Background: an optimization exercise with open tools, aiming at small area. Do not read the settings as production practice. Function was checked by simulation only, so behaviour that the tests miss may differ from the original. Power figures rest on the tool's default switching activity, not on a simulated workload.

==> job 8956: inputs <==
Design top, start of the top module:
module top(rst,z,clk,rot_a,rot_b,y,LCD_RS,LCD_W,LCD_E,data);
input rst;
input clk,rot_a,rot_b;
input [3:0] y;
input z;
output LCD_RS,LCD_W,LCD_E;
output [3:0] data;
wire rot_event;
wire run, tbit, tspace, line2;
wire [3:0] cidx;
rot_event u1(rst,clk,rot_a,rot_b,rot_event);
regist u2(rst,z,clk,y,rot_event,cidx,line2,run,tbit,tspace);
driver de(rst,clk,run,tbit,tspace,cidx,line2,LCD_RS,LCD_W,LCD_E,data);
endmodule
==> module regist, before the edit <==
module regist(rst,z,clk,y,rot_event,cidx,line2,run,tbit,tspace);
input rst;
input clk,rot_event;
input [3:0] y;
input z;
input [3:0] cidx;
input line2;
output run;
output tbit;
output tspace;
reg prev;
reg [3:0] S;
reg [2:0] op;
reg [4:0] A;
reg [4:0] Wa;
reg [15:0] F;
reg [15:0] G;
reg [15:0] W;
reg pend;
reg [4:0] ph;
reg [511:0] ring;
wire ev = rot_event & ~prev & ~rst;
reg [3:0] T;
always @* begin
	case(op)
		3'd0: T = 4'd9;
		3'd1: T = 4'd6;
		3'd2: T = 4'd8;
		3'd3: T = 4'd11;
		3'd4: T = 4'd13;
		3'd5: T = 4'd9;
		3'd6: T = 4'd9;
		default: T = 4'd8;
	endcase
end
wire done = (S == T);
wire last = (S == T - 4'd1);
wire op0 = (op == 3'd0);
wire op1 = (op == 3'd1);
wire op2 = (op == 3'd2);
wire op3 = (op == 3'd3);
wire op4 = (op == 3'd4);
wire op5 = (op == 3'd5);
wire op6 = (op == 3'd6);
wire op7 = (op == 3'd7);
wire two = op2 | op4 | op5 | op6;    
assign run = done;
always @(posedge clk) begin
	if(rst) begin
		prev <= 0;
		S <= 0;
	end
	else begin
		prev <= rot_event;
		if(ev)
			S <= done ? 4'd0 : S + 4'd1;
		else if(z)
			S <= 0;
	end
end
always @(posedge clk) begin
	if(ev && S == 4'd1)
		op <= y[2:0];
end
wire winA = (S == 4'd4) | (S == 4'd5);
wire winB = (S == 4'd6) | (S == 4'd7);
wire [4:0] asel = pend ? Wa : ((winB & two) ? W[4:0] : A);
wire [4:0] j = asel + ph;
wire hit4 = (j[1:0] == 2'b11);
wire hit8 = (j[2:0] == 3'b111);
wire [15:0] Rd = ring[{j[4:2], 6'd48} +: 16];
always @(posedge clk) begin
	ph <= ph + 5'd1;
end
genvar p;
generate
	for(p = 0; p < 32; p = p + 1) begin : slot
		if(p % 8 == 0) begin : wr
			wire we = pend & hit8 & (j[4:3] == (p / 8 + 3) % 4);
			always @(posedge clk)
				ring[16*p +: 16] <= we ? W : ring[16*((p+31)%32) +: 16];
		end
		else begin : sh
			always @(posedge clk)
				ring[16*p +: 16] <= ring[16*(p-1) +: 16];
		end
	end
endgenerate
always @(posedge clk) begin
	if(ev && last && !op1 && !op2)
		pend <= 1;
	else if(hit8)
		pend <= 0;
end
wire wlo = (op3 && S == 4'd4) || ((op4 | op5 | op6) && S == 4'd6) || (op7 && S == 4'd5);
wire whi = (op3 && S == 4'd5) || ((op4 | op5 | op6) && S == 4'd7) || (op7 && S == 4'd6);
always @(posedge clk) begin
	if(ev && (S == 4'd2 || (wlo && (op5 | op6 | op7))))
		A[3:0] <= y;
	if(ev && (S == 4'd3 || (whi && (op5 | op6 | op7))))
		A[4] <= y[0];
end
always @(posedge clk) begin
	if(ev) begin
		if(op0 && S == 4'd3)
			Wa <= {y[0], A[3:0]};
		if(wlo)
			Wa[3:0] <= y;
		if(whi)
			Wa[4] <= y[0];
	end
end
always @(posedge clk) begin
	if(hit4 && winA && two)
		F <= Rd;
	if(hit4 && ((winA && (op1 | op3 | op7)) || (winB && two)))
		G <= Rd;
end
wire [15:0] ax = F & {16{~op7}};
wire [15:0] ay = (G << (W[3:0] & {4{op7}})) ^ {16{op6}};
wire [16:0] cy;
assign cy[0] = op6;
genvar b;
generate
	for(b = 0; b < 16; b = b + 1) begin : add
		assign cy[b+1] = (ax[b] & ay[b]) | (ax[b] & cy[b]) | (ay[b] & cy[b]);
	end
endgenerate
wire [15:0] sum = ax ^ ay ^ cy[15:0];
wire [1:0] ni = {S[1] ^ op3, S[0]};
always @(posedge clk) begin
	if(ev && last && (op5 | op6 | op7))
		W <= sum;
	else if(ev && S >= 4'd4 && S <= T - 4'd2)
		W[4*ni +: 4] <= y;
end
wire amode = ~(op2 | op4);
wire [3:0] ci = ~cidx;
wire [4:0] Ar = {A[0], A[1], A[2], A[3], A[4]};
wire bW = W[ci];
wire bG = G[ci];
wire bF = F[ci];
wire bA = Ar[cidx[2:0]];
assign tspace = ~line2 & amode & (cidx > 4'd4);
assign tbit = line2 ? ((op0 | op5 | op6 | op7) ? bW : bG) : (amode ? bA : bF);
endmodule
Settings: LEC_CHECK=0, CAP_MARGIN=0, CORE_MARGIN=2, CORE_UTILIZATION=60, CTS_BUF_LIST=sky130_fd_sc_hd__clkbuf_16, CTS_CLUSTER_DIAMETER=60, CTS_CLUSTER_SIZE=40, PLACE_DENSITY=0.75, SLEW_MARGIN=0; clock period 8.0 ns.
run.sh (not shown) runs the stock make flow with config.mk's settings and CLKGATE_MAP_FILE= SYNTH_SCRIPT=/design/flow/synth_recipe.tcl, a recipe that flattens the netlist after the stock synthesis.
==> job 3442: changes against job 8956 <==
==> flow/flow/run.sh (new file) <==
#!/bin/bash
# Own layout flow: the standard synthesis, then the combinational logic between
# the standard synthesis's flip-flops re-mapped for area (the flip-flops, their
# names and cell types are kept as they are), then the standard layout steps.
set -euo pipefail
work=$(pwd)
res=$work/orfs/results/${FLOW_PLATFORM:-sky130hd}/top/base
yosys_bin=yosys
if [[ -x "$FLOW_HOME/../tools/install/yosys/bin/yosys" ]]; then
  yosys_bin="$FLOW_HOME/../tools/install/yosys/bin/yosys"
fi

bash standard.sh synth > "$work/flow_synth.log" 2>&1

cp "$res/1_2_yosys.v" "$work/std_netlist.v"
LIB="$FLOW_HOME/platforms/sky130hd/lib/sky130_fd_sc_hd__tt_025C_1v80.lib" \
  IN="$work/std_netlist.v" OUT="$work/remap_netlist.v" \
  "$yosys_bin" -c "$work/flow/remap.tcl" > "$work/flow_remap.log" 2>&1

cp "$work/remap_netlist.v" "$res/1_2_yosys.v"
rm -f "$res/1_synth.odb" "$res/1_synth.sdc"

# clock tree: large leaf clusters on clkbuf_16, no dummy load cells
export CTS_ARGS="-sink_clustering_enable -repair_clock_nets -dont_use_dummy_load -sink_clustering_size 28 -sink_clustering_max_diameter 80 -buf_list sky130_fd_sc_hd__clkbuf_16"
# port buffers: the smallest buffer cell
export BUFFER_PORTS_ARGS="-buffer_cell sky130_fd_sc_hd__buf_1"
bash standard.sh finish > "$work/flow_finish.log" 2>&1
==> flow/flow/remap.tcl (new file) <==
yosys -import
set lib $::env(LIB)
set dont_use {
  sky130_fd_sc_hd__probe_p_8 sky130_fd_sc_hd__probec_p_8 sky130_fd_sc_hd__lpflow_bleeder_1
  sky130_fd_sc_hd__lpflow_clkbufkapwr_1 sky130_fd_sc_hd__lpflow_clkbufkapwr_16
  sky130_fd_sc_hd__lpflow_clkbufkapwr_2 sky130_fd_sc_hd__lpflow_clkbufkapwr_4
  sky130_fd_sc_hd__lpflow_clkbufkapwr_8 sky130_fd_sc_hd__lpflow_clkinvkapwr_1
  sky130_fd_sc_hd__lpflow_clkinvkapwr_16 sky130_fd_sc_hd__lpflow_clkinvkapwr_2
  sky130_fd_sc_hd__lpflow_clkinvkapwr_4 sky130_fd_sc_hd__lpflow_clkinvkapwr_8
  sky130_fd_sc_hd__lpflow_decapkapwr_12 sky130_fd_sc_hd__lpflow_decapkapwr_3
  sky130_fd_sc_hd__lpflow_decapkapwr_4 sky130_fd_sc_hd__lpflow_decapkapwr_6
  sky130_fd_sc_hd__lpflow_decapkapwr_8 sky130_fd_sc_hd__lpflow_inputiso0n_1
  sky130_fd_sc_hd__lpflow_inputiso0p_1 sky130_fd_sc_hd__lpflow_inputiso1n_1
  sky130_fd_sc_hd__lpflow_inputiso1p_1 sky130_fd_sc_hd__lpflow_inputisolatch_1
  sky130_fd_sc_hd__lpflow_isobufsrc_1 sky130_fd_sc_hd__lpflow_isobufsrc_16
  sky130_fd_sc_hd__lpflow_isobufsrc_2 sky130_fd_sc_hd__lpflow_isobufsrc_4
  sky130_fd_sc_hd__lpflow_isobufsrc_8 sky130_fd_sc_hd__lpflow_isobufsrckapwr_16
  sky130_fd_sc_hd__lpflow_lsbuf_lh_hl_isowell_tap_1 sky130_fd_sc_hd__lpflow_lsbuf_lh_hl_isowell_tap_2
  sky130_fd_sc_hd__lpflow_lsbuf_lh_hl_isowell_tap_4 sky130_fd_sc_hd__lpflow_lsbuf_lh_isowell_4
  sky130_fd_sc_hd__lpflow_lsbuf_lh_isowell_tap_1 sky130_fd_sc_hd__lpflow_lsbuf_lh_isowell_tap_2
  sky130_fd_sc_hd__lpflow_lsbuf_lh_isowell_tap_4
}
set du_args {}
foreach c $dont_use { lappend du_args -dont_use $c }

read_liberty -ignore_miss_func $lib
read_verilog $::env(IN)
hierarchy -top top
# every sequential cell and the tie cell stay as the standard synthesis made them
blackbox sky130_fd_sc_hd__conb_1
foreach c {dfxtp_1 dfxtp_2 dfxtp_4 edfxtp_1 dfrtp_1 dfrtp_2 dfrtp_4 dfstp_1 dfstp_2 dfstp_4 dfxbp_1 dfxbp_2 dfrbp_1 dfrbp_2 dfsbp_1 dfsbp_2 edfxbp_1 sdfxtp_1 dfbbp_1 dfbbn_1 dfrtn_1 dlxtp_1 dlxtn_1} {
  blackbox sky130_fd_sc_hd__$c
}
flatten
opt_clean -purge
tee -o $::env(OUT).before.txt stat -liberty $lib
abc -liberty $lib {*}$du_args -script "+strash;dch -f;amap;strash;dch -f;amap;"
opt_clean -purge
hilomap -singleton -hicell sky130_fd_sc_hd__conb_1 HI -locell sky130_fd_sc_hd__conb_1 LO
splitnets
opt_clean -purge
tee -o $::env(OUT).after.txt stat -liberty $lib
read_liberty -lib -ignore_redef $lib
check -assert
select -module top
write_verilog -noattr -nohex -nodec -selected $::env(OUT)
==> flow/standard.sh (new file) <==
#!/bin/bash
# synth_recipe.tcl (not shown) runs the flow's synth.tcl, then flattens the netlist and writes it again
# the make line also repeats each setting of config.mk as NAME=value (left out here)
make -C /OpenROAD-flow-scripts/flow DESIGN_CONFIG=/design/flow/config.mk WORK_HOME=/design/flow/orfs CLKGATE_MAP_FILE= SYNTH_SCRIPT=/design/flow/synth_recipe.tcl "${@:-finish}"
CORE_UTILIZATION = 40   (was 60)
CTS_CLUSTER_SIZE = 30   (was 40)
PLACE_DENSITY = unset   (was 0.75)
removed: flow/run.sh
==> job 8205: changes against job 8956 <==
--- a/flow/design.v
+++ b/flow/design.v
@@ -81,5 +81,5 @@
 wire winA = (S == 4'd4) | (S == 4'd5);
 wire winB = (S == 4'd6) | (S == 4'd7);
-wire [4:0] asel = pend ? Wa : ((winB & two) ? W[4:0] : A);
+wire [4:0] asel = pend ? Wa : (winB ? W[4:0] : A);
 wire [4:0] j = asel + ph;
 wire hit4 = (j[1:0] == 2'b11);
@@ -109,10 +109,8 @@
 		pend <= 0;
 end
-wire wlo = (op3 && S == 4'd4) || ((op4 | op5 | op6) && S == 4'd6) || (op7 && S == 4'd5);
-wire whi = (op3 && S == 4'd5) || ((op4 | op5 | op6) && S == 4'd7) || (op7 && S == 4'd6);
-always @(posedge clk) begin
-	if(ev && (S == 4'd2 || (wlo && (op5 | op6 | op7))))
+always @(posedge clk) begin
+	if(ev && S == 4'd2)
 		A[3:0] <= y;
-	if(ev && (S == 4'd3 || (whi && (op5 | op6 | op7))))
+	if(ev && S == 4'd3)
 		A[4] <= y[0];
 end
@@ -121,7 +119,7 @@
 		if(op0 && S == 4'd3)
 			Wa <= {y[0], A[3:0]};
-		if(wlo)
+		if((op3 && S == 4'd4) || ((op4 | op5 | op6) && S == 4'd6) || (op7 && S == 4'd5))
 			Wa[3:0] <= y;
-		if(whi)
+		if((op3 && S == 4'd5) || ((op4 | op5 | op6) && S == 4'd7) || (op7 && S == 4'd6))
 			Wa[4] <= y[0];
 	end
@@ -133,15 +131,7 @@
 		G <= Rd;
 end
-wire [15:0] ax = F & {16{~op7}};
-wire [15:0] ay = (G << (W[3:0] & {4{op7}})) ^ {16{op6}};
-wire [16:0] cy;
-assign cy[0] = op6;
-genvar b;
-generate
-	for(b = 0; b < 16; b = b + 1) begin : add
-		assign cy[b+1] = (ax[b] & ay[b]) | (ax[b] & cy[b]) | (ay[b] & cy[b]);
-	end
-endgenerate
-wire [15:0] sum = ax ^ ay ^ cy[15:0];
+wire [15:0] ax = op7 ? 16'd0 : F;
+wire [15:0] ay = op7 ? (G << W[3:0]) : (op6 ? ~G : G);
+wire [15:0] sum = ax + ay + {15'd0, op6};
 wire [1:0] ni = {S[1] ^ op3, S[0]};
 always @(posedge clk) begin
@@ -152,12 +142,9 @@
 end
 wire amode = ~(op2 | op4);
+wire [4:0] adr = (op5 | op6 | op7) ? Wa : A;
+wire [15:0] l2 = (op0 | op5 | op6 | op7) ? W : G;
 wire [3:0] ci = ~cidx;
-wire [4:0] Ar = {A[0], A[1], A[2], A[3], A[4]};
-wire bW = W[ci];
-wire bG = G[ci];
-wire bF = F[ci];
-wire bA = Ar[cidx[2:0]];
 assign tspace = ~line2 & amode & (cidx > 4'd4);
-assign tbit = line2 ? ((op0 | op5 | op6 | op7) ? bW : bG) : (amode ? bA : bF);
+assign tbit = line2 ? l2[ci] : (amode ? adr[3'd4 - cidx[2:0]] : F[ci]);
 endmodule
 module driver(rst,clk,run,tbit,tspace,cidx,line2,LCD_RS,LCD_W,LCD_E,data);
CAP_MARGIN = 20   (was 0)
CORE_UTILIZATION = 40   (was 60)
CTS_BUF_LIST = unset   (was sky130_fd_sc_hd__clkbuf_16)
CTS_CLUSTER_DIAMETER = unset   (was 60)
CTS_CLUSTER_SIZE = unset   (was 40)
PLACE_DENSITY = unset   (was 0.75)
SLEW_MARGIN = 20   (was 0)
==> notes <==
Sequential power is about the same in job 8205 and job 3442. Job 8956 finished clean. Job 3442 completed without violations. Job 8205 went through all stages and came out clean. Between job 8205 and job 3442, the lower clock power is in job 3442 (gap about 90%, measured against job 3442). The lowest clock skew belongs to job 8205, the highest to job 3442. In sequential cell count, job 8205 and job 3442 do not differ.

## port drivers added, routing unchanged
How much do the figures lean on ideal ports? The routed layouts below were timed once more, with nothing changed but the port constraints.
Step 1 assumes that a clkbuf_16 drives the clock port and a buf_2 every other input.
Step 2, shift: input delay + t, output delay - t, t = (earliest + latest rising clock arrival at the registers) / 2. This alone moves slack from input paths to output paths.
Three values: no drivers, after step 1, after step 2; two values: the first two.
run	shift t [ns]	slack for setup (ns)	latest minus earliest clock arrival (ns)	worst register clock-pin slew, ns
job 8956	0.631	0.596 / 0.596 / 0.596	0.047 / 0.047	0.13 / 0.13
job 3442	0.614	0.974 / 0.974 / 0.974	0.052 / 0.052	0.10 / 0.10
job 8205	0.654	3.445 / 3.445 / 3.203	0.020 / 0.020	0.07 / 0.07
After both steps setup and hold are still met in every run listed. For job 8205, which loses most, drivers alone change the setup slack by 0.000 ns; drivers and shift together by -0.242 ns.
